From an optimization exercise on the open Yosys and OpenROAD flow, aimed at small area; shortcuts taken in it are not production practice.
Function was checked by simulation only, so behaviour that the tests miss may differ from the original.
No driver is modelled on the clock port, so clocking that relies on it looks cheaper here than on a real chip.
Power figures rest on the tool's default switching activity, not on a simulated workload.

==> cedar: inputs <==
Design CPWindowAdding, start of the top module:
module CPWindowAdding(
	input SYS_CLK,
	input RST,
	input [27:0] DATA_IN,
	input [6:0] DATA_INDEX_IN,
	input DATA_IN_VALID,
	output reg [27:0] DATA_OUT,
    output reg DATA_OUT_LAST,
	output reg DATA_OUT_VALID 
);
reg [128*28-1:0] delay_line;
always @ (posedge SYS_CLK)
    delay_line <= {delay_line[127*28-1:0], DATA_IN};
wire [27:0] delayed_128 = delay_line[128*28-1:127*28];  
wire [27:0] delayed_127 = delay_line[127*28-1:126*28];  
reg read_active;
reg [6:0] read_count;
always @ (posedge SYS_CLK)
    begin
        if (RST)
            read_active <= 1'b0;
        else
            read_active <= (read_active && read_count != 7'd127) || DATA_INDEX_IN == 7'd127;
        read_count <= read_active ? read_count + 1'b1 : 7'd0;
    end
reg [26:0] prev_first_half;
always @ (posedge SYS_CLK)
    begin
        if (RST)
            prev_first_half <= 27'd0;
        else if (DATA_INDEX_IN == 7'd127)
            prev_first_half <= delayed_127[27:1];
    end
localparam BLK = 2;
wire [27:0] win_a = {DATA_IN[27], DATA_IN[27:1]};
wire [27:0] win_b = {prev_first_half[26], prev_first_half};
wire [27:0] win_s0;         
wire [27:0] win_rc;         
wire [28/BLK:0] win_bc;     
wire [27:0] window;
assign win_bc[0] = 1'b0;
genvar gi;
generate for (gi = 0; gi < 28; gi = gi + 1) begin : bits
    wire cin = (gi % BLK == 0) ? 1'b0 : win_rc[gi-1];
    assign win_s0[gi] = win_a[gi] ^ win_b[gi] ^ cin;
    assign win_rc[gi] = (win_a[gi] & win_b[gi]) | (cin & (win_a[gi] ^ win_b[gi]));
end
for (gi = 0; gi < 28; gi = gi + BLK) begin : blocks
    wire [BLK-1:0] s0 = win_s0[gi+BLK-1:gi];
    wire [BLK:0] ones;      
    assign ones[0] = 1'b1;
    genvar gj;
    for (gj = 0; gj < BLK; gj = gj + 1) begin : inc
        assign ones[gj+1] = ones[gj] & s0[gj];
        assign window[gi+gj] = s0[gj] ^ (win_bc[gi/BLK] & ones[gj]);
    end
  ...
==> module CPWindowAdding, before the edit <==
module CPWindowAdding(
	input SYS_CLK,
	input RST,
	input [27:0] DATA_IN,
	input [6:0] DATA_INDEX_IN,
	input DATA_IN_VALID,
	output reg [27:0] DATA_OUT,
    output reg DATA_OUT_LAST,
	output reg DATA_OUT_VALID 
);
reg [128*28-1:0] delay_line;
always @ (posedge SYS_CLK)
    delay_line <= {delay_line[127*28-1:0], DATA_IN};
wire [27:0] delayed_128 = delay_line[128*28-1:127*28];  
wire [27:0] delayed_127 = delay_line[127*28-1:126*28];  
reg read_active;
reg [6:0] read_count;
always @ (posedge SYS_CLK)
    begin
        if (RST)
            read_active <= 1'b0;
        else
            read_active <= (read_active && read_count != 7'd127) || DATA_INDEX_IN == 7'd127;
        read_count <= read_active ? read_count + 1'b1 : 7'd0;
    end
reg [26:0] prev_first_half;
always @ (posedge SYS_CLK)
    begin
        if (RST)
            prev_first_half <= 27'd0;
        else if (DATA_INDEX_IN == 7'd127)
            prev_first_half <= delayed_127[27:1];
    end
localparam BLK = 2;
wire [27:0] win_a = {DATA_IN[27], DATA_IN[27:1]};
wire [27:0] win_b = {prev_first_half[26], prev_first_half};
wire [27:0] win_s0;         
wire [27:0] win_rc;         
wire [28/BLK:0] win_bc;     
wire [27:0] window;
assign win_bc[0] = 1'b0;
genvar gi;
generate for (gi = 0; gi < 28; gi = gi + 1) begin : bits
    wire cin = (gi % BLK == 0) ? 1'b0 : win_rc[gi-1];
    assign win_s0[gi] = win_a[gi] ^ win_b[gi] ^ cin;
    assign win_rc[gi] = (win_a[gi] & win_b[gi]) | (cin & (win_a[gi] ^ win_b[gi]));
end
for (gi = 0; gi < 28; gi = gi + BLK) begin : blocks
    wire [BLK-1:0] s0 = win_s0[gi+BLK-1:gi];
    wire [BLK:0] ones;      
    assign ones[0] = 1'b1;
    genvar gj;
    for (gj = 0; gj < BLK; gj = gj + 1) begin : inc
        assign ones[gj+1] = ones[gj] & s0[gj];
        assign window[gi+gj] = s0[gj] ^ (win_bc[gi/BLK] & ones[gj]);
    end
    assign win_bc[gi/BLK+1] = win_rc[gi+BLK-1] | (win_bc[gi/BLK] & ones[BLK]);
end endgenerate
always @ (posedge SYS_CLK)
    begin
        if (DATA_INDEX_IN == 7'd96)
            DATA_OUT <= window;
        else if (DATA_INDEX_IN > 7'd96)
            DATA_OUT <= DATA_IN;
        else
            DATA_OUT <= delayed_128;
    end
always @ (posedge SYS_CLK)
    begin
        if(RST)
        	begin
                DATA_OUT_LAST <= 1'b0;
        		DATA_OUT_VALID <= 1'b0;
        	end
        else
        	begin
                DATA_OUT_LAST <= read_active && read_count == 7'd127;
        		if (DATA_INDEX_IN >= 7'd96 || read_active)
        		    DATA_OUT_VALID <= 1'b1;
        		else if (~DATA_IN_VALID)
        		    DATA_OUT_VALID <= 1'b0;
        	end
    end
endmodule
clock: 6.5 ns
lec_check: 0
cap_margin: 20
core_margin: 2
core_utilization: 68
place_density: 0.6
slew_margin: 20
standard.sh (not shown) runs the stock make flow with config.mk's settings and CLKGATE_MAP_FILE= SYNTH_SCRIPT=/design/flow/synth_recipe.tcl, a recipe that flattens the netlist after the stock synthesis.
==> flow/flow/run.sh <==
#!/bin/bash
# Own flow: the standard layout (standard.sh) with a leaner clock tree:
# clkbuf_8 buffers over clusters of at most 19 flip-flops and no dummy
# loads. rebalance.tcl (after CTS) and grt_rebalance.tcl (after global
# routing) move flip-flops off any leaf buffer whose clock slew comes out high.
# The ports are buffered with buf_1. make's full output goes to
# standard_flow.log and each ORFS step's log to orfs/logs/.
set -euo pipefail
export CTS_ARGS="-sink_clustering_enable -repair_clock_nets -dont_use_dummy_load -buf_list sky130_fd_sc_hd__clkbuf_8 -sink_clustering_size 19 -sink_clustering_max_diameter 50"
export BUFFER_PORTS_ARGS="-buffer_cell sky130_fd_sc_hd__buf_1"
export POST_CTS_TCL="$(pwd)/flow/rebalance.tcl"
export POST_GLOBAL_ROUTE_TCL="$(pwd)/flow/grt_rebalance.tcl"
bash standard.sh finish > standard_flow.log 2>&1
==> flow/flow/grt_rebalance.tcl <==
set grt_slew_limit 0.124
set grt_slew_target 0.112
set grt_max_reach 40000 ;# dbu: how far a flip-flop may be from its new buffer
set ::grt_block [ord::get_db_block]

proc grt_leaf_info {} {
  # name -> {worst sink slew, x, y} for every leaf clock buffer
  set info [dict create]
  foreach inst [get_cells -quiet clkbuf_leaf_*] {
    set name [get_full_name $inst]
    set worst 0
    set y [get_pins -of_objects $inst -filter "direction==output"]
    foreach pin [get_pins -quiet -of_objects [get_nets -of_objects $y] -filter "direction==input"] {
      set s [get_property $pin slew_max]
      if {$s > $worst} { set worst $s }
    }
    set loc [[$::grt_block findInst $name] getLocation]
    dict set info $name [list $worst [lindex $loc 0] [lindex $loc 1]]
  }
  return $info
}

set grt_moved 0
set grt_started 0
for {set round 1} {$round <= 20} {incr round} {
  estimate_parasitics -global_routing
  set info [grt_leaf_info]
  set slow {}
  dict for {name v} $info {
    if {[lindex $v 0] > $grt_slew_limit} { lappend slow $name }
  }
  puts "grt_rebalance: round $round, [llength $slow] leaf buffers over $grt_slew_limit ns"
  if {[llength $slow] == 0} { break }
  if {!$grt_started} {
    global_route -start_incremental
    set grt_started 1
  }
  set taken {}
  set moved_now 0
  foreach name $slow {
    lassign [dict get $info $name] s bx by
    set net [[$::grt_block findInst $name] findITerm X]
    set net [$net getNet]
    set far ""
    set fard -1
    foreach it [$net getITerms] {
      if {[$it isOutputSignal]} { continue }
      set loc [[$it getInst] getLocation]
      set d [expr {abs([lindex $loc 0]-$bx) + abs([lindex $loc 1]-$by)}]
      if {$d > $fard} { set fard $d; set far $it; set fx [lindex $loc 0]; set fy [lindex $loc 1] }
    }
    if {$far eq ""} { continue }
    set best ""
    set bestd $grt_max_reach
    dict for {other v} $info {
      if {$other eq $name || [lsearch -exact $taken $other] >= 0} { continue }
      if {[lindex $v 0] > $grt_slew_target} { continue }
      set d [expr {abs([lindex $v 1]-$fx) + abs([lindex $v 2]-$fy)}]
      if {$d < $bestd} { set bestd $d; set best $other }
    }
    if {$best eq ""} { continue }
    lappend taken $best
    set to [[[$::grt_block findInst $best] findITerm X] getNet]
    $far disconnect
    $far connect $to
    incr grt_moved
    incr moved_now
  }
  if {$moved_now == 0} { break }
  # route the changed nets before estimating again
  global_route -end_incremental
  global_route -start_incremental
}
if {$grt_started} {
  global_route -end_incremental
  estimate_parasitics -global_routing
  write_guides $::env(RESULTS_DIR)/route.guide
}
set worst 0
dict for {name v} [grt_leaf_info] { if {[lindex $v 0] > $worst} { set worst [lindex $v 0] } }
puts "grt_rebalance: moved $grt_moved flip-flop clock pins; worst leaf sink slew now $worst ns"
==> flow/flow/rebalance.tcl <==
set leaf_slew_limit 0.106
set leaf_slew_target 0.100
set max_reach 50000 ;# dbu: how far a flip-flop may be from its new buffer

set ::block [ord::get_db_block]

proc leaf_info {} {
  # name -> {slew x y} for every leaf clock buffer
  set info [dict create]
  foreach inst [get_cells -quiet clkbuf_leaf_*] {
    set name [get_full_name $inst]
    set worst 0
    set y [get_pins -of_objects $inst -filter "direction==output"]
    foreach pin [get_pins -quiet -of_objects [get_nets -of_objects $y] -filter "direction==input"] {
      set s [get_property $pin slew_max]
      if {$s > $worst} { set worst $s }
    }
    set dbi [$::block findInst $name]
    set loc [$dbi getLocation]
    dict set info $name [list $worst [lindex $loc 0] [lindex $loc 1]]
  }
  return $info
}

proc leaf_net {name} {
  return [[$::block findInst $name] findITerm X]
}

set moved 0
for {set round 1} {$round <= 60} {incr round} {
  estimate_parasitics -placement
  set info [leaf_info]
  set slow {}
  dict for {name v} $info {
    if {[lindex $v 0] > $leaf_slew_limit} { lappend slow $name }
  }
  if {$round == 1 || [llength $slow] == 0} {
    puts "rebalance: round $round, [llength $slow] leaf buffers over $leaf_slew_limit ns"
  }
  if {[llength $slow] == 0} { break }
  set taken {}
  foreach name $slow {
    lassign [dict get $info $name] s bx by
    set net [[leaf_net $name] getNet]
    # the farthest flip-flop clock pin on this leaf
    set far ""
    set fard -1
    foreach it [$net getITerms] {
      if {[$it isOutputSignal]} { continue }
      set loc [[$it getInst] getLocation]
      set d [expr {abs([lindex $loc 0]-$bx) + abs([lindex $loc 1]-$by)}]
      if {$d > $fard} { set fard $d; set far $it; set fx [lindex $loc 0]; set fy [lindex $loc 1] }
    }
    if {$far eq ""} { continue }
    # the nearest leaf buffer with slew to spare
    set best ""
    set bestd $max_reach
    dict for {other v} $info {
      if {$other eq $name || [lsearch -exact $taken $other] >= 0} { continue }
      if {[lindex $v 0] > $leaf_slew_target} { continue }
      set d [expr {abs([lindex $v 1]-$fx) + abs([lindex $v 2]-$fy)}]
      if {$d < $bestd} { set bestd $d; set best $other }
    }
    if {$best eq ""} { continue }
    lappend taken $best
    set to [[leaf_net $best] getNet]
    $far disconnect
    $far connect $to
    incr moved
  }
}
estimate_parasitics -placement
set worst 0
dict for {name v} [leaf_info] { if {[lindex $v 0] > $worst} { set worst [lindex $v 0] } }
puts "rebalance: moved $moved flip-flop clock pins; worst leaf sink slew now $worst ns"
==> inputs of nickel, as changes to cedar <==
--- a/flow/design.v
+++ b/flow/design.v
@@ -35,27 +35,3 @@
     end
-localparam BLK = 2;
-wire [27:0] win_a = {DATA_IN[27], DATA_IN[27:1]};
-wire [27:0] win_b = {prev_first_half[26], prev_first_half};
-wire [27:0] win_s0;         
-wire [27:0] win_rc;         
-wire [28/BLK:0] win_bc;     
-wire [27:0] window;
-assign win_bc[0] = 1'b0;
-genvar gi;
-generate for (gi = 0; gi < 28; gi = gi + 1) begin : bits
-    wire cin = (gi % BLK == 0) ? 1'b0 : win_rc[gi-1];
-    assign win_s0[gi] = win_a[gi] ^ win_b[gi] ^ cin;
-    assign win_rc[gi] = (win_a[gi] & win_b[gi]) | (cin & (win_a[gi] ^ win_b[gi]));
-end
-for (gi = 0; gi < 28; gi = gi + BLK) begin : blocks
-    wire [BLK-1:0] s0 = win_s0[gi+BLK-1:gi];
-    wire [BLK:0] ones;      
-    assign ones[0] = 1'b1;
-    genvar gj;
-    for (gj = 0; gj < BLK; gj = gj + 1) begin : inc
-        assign ones[gj+1] = ones[gj] & s0[gj];
-        assign window[gi+gj] = s0[gj] ^ (win_bc[gi/BLK] & ones[gj]);
-    end
-    assign win_bc[gi/BLK+1] = win_rc[gi+BLK-1] | (win_bc[gi/BLK] & ones[BLK]);
-end endgenerate
+wire [27:0] window = {DATA_IN[27], DATA_IN[27:1]} + {prev_first_half[26], prev_first_half};
 always @ (posedge SYS_CLK)
==> flow/flow/run.sh (replaced) <==
#!/bin/bash
# Own flow: the standard layout (standard.sh) with a leaner clock tree:
# clkbuf_8 buffers over clusters of at most 18 flip-flops, no dummy loads,
# and rebalance.tcl moving flip-flops off any leaf buffer whose clock slew
# comes out high. The ports are buffered with buf_1. make's full output goes
# to standard_flow.log and each ORFS step's log to orfs/logs/.
set -euo pipefail
export CTS_ARGS="-sink_clustering_enable -repair_clock_nets -dont_use_dummy_load -buf_list sky130_fd_sc_hd__clkbuf_8 -sink_clustering_size 18 -sink_clustering_max_diameter 45"
export BUFFER_PORTS_ARGS="-buffer_cell sky130_fd_sc_hd__buf_1"
export POST_CTS_TCL="$(pwd)/flow/rebalance.tcl"
bash standard.sh finish > standard_flow.log 2>&1
--- a/flow/flow/rebalance.tcl
+++ b/flow/flow/rebalance.tcl
@@ -1,4 +1,4 @@
 set leaf_slew_limit 0.106
-set leaf_slew_target 0.100
-set max_reach 50000 ;# dbu: how far a flip-flop may be from its new buffer
+set leaf_slew_target 0.098
+set max_reach 40000 ;# dbu: how far a flip-flop may be from its new buffer
 
--- a/flow/config.mk
+++ b/flow/config.mk
@@ -9,4 +9,4 @@
 export CORE_MARGIN = 2
-export CORE_UTILIZATION = 68
-export PLACE_DENSITY = 0.6
+export CORE_UTILIZATION = 72
+export PLACE_DENSITY = 0.82
 export SLEW_MARGIN = 20
removed: flow/flow/grt_rebalance.tcl
==> notes.md <==
Status: nickel timing/DRC/antenna clean; cedar timing/DRC/antenna clean
Part of the Yosys area used for sequential elements: nickel 96.4%; cedar 97.1%
Share of synthesized area spent on multiplexers: nickel 0.0264%; cedar 0.0931%
HPWL reported at the end of detailed placement: nickel 57,300 um; cedar 42,500 um
Internal power: nickel 26,000 uW; cedar 25,800 uW
Synthesized instance count: nickel 4,100; cedar 3,991
Clock transition at the register clock pins on the worst setup and hold paths after CTS: nickel 0.11 ns; cedar 0.10 ns
Clock Latency Late Sink: nickel 0.91 ns; cedar 0.88 ns
Fraction of standard cell area in multi-input logic: nickel 3.10%; cedar 2.44%
Relative area change from synthesis to final layout: nickel 6.63%; cedar 6.69%
Standard cell core area: nickel 104,000 um^2; cedar 110,000 um^2
Setup WS post-layout: nickel 2.94 ns; cedar 2.96 ns
Effective utilization at floorplan: nickel 72.9%; cedar 68.3%
Tapcells inserted: nickel 1,380; cedar 1,488
R2R setup slack: nickel 3.18 ns; cedar 3.33 ns
Transition time at the pin with the least slew margin: nickel 1.11 ns; cedar 0.958 ns
Sequential cell power: nickel 23,000 uW; cedar 22,900 uW
Final Cycle Share: nickel 54.8%; cedar 54.5%
Power density of the placed cells: nickel 400 nW/um^2; cedar 395 nW/um^2
Overall die width: nickel 328 um; cedar 337 um
Die Y: nickel 328 um; cedar 337 um
Met3 Resource Use GR: nickel 4.68%; cedar 3.86%
Count of buffers not belonging to the clock network in the layout: nickel 73; cedar 71
Layer with the highest usage after global routing: nickel met2; cedar met1
Post-Place Setup Slack: nickel 2.23 ns; cedar 2.09 ns
Global placement routability congestion: nickel 0.818; cedar 0.758
Number of antenna violations at the first check in global routing: nickel 7; cedar 10

[port drivers added, routing unchanged]
How much do the figures lean on ideal ports? The routed layouts below were timed once more, with nothing changed but the port constraints. Step 1 assumes that a clkbuf_16 drives the clock port and a buf_2 every other input. Step 2 also shifts input and output timing later by t, the mid clock arrival at the registers, as if the neighbouring blocks saw the same clock. Three values: ideal, step 1, step 2; two values: the first two.
| run | t, ns | setup slack, ns | hold slack, ns | worst data-port slew with drivers (ns) |
|---|---|---|---|---|
| cedar | 0.913 | 2.959 / 3.006 / 2.092 | 0.252 / 0.252 / 0.252 | 0.15 |
| nickel | 0.914 | 2.937 / 2.977 / 2.063 | 0.254 / 0.254 / 0.254 | 0.05 |
After both steps every run listed still meets setup and hold. For nickel, which loses most, drivers alone change the setup slack by +0.040 ns; drivers and shift together by -0.874 ns.
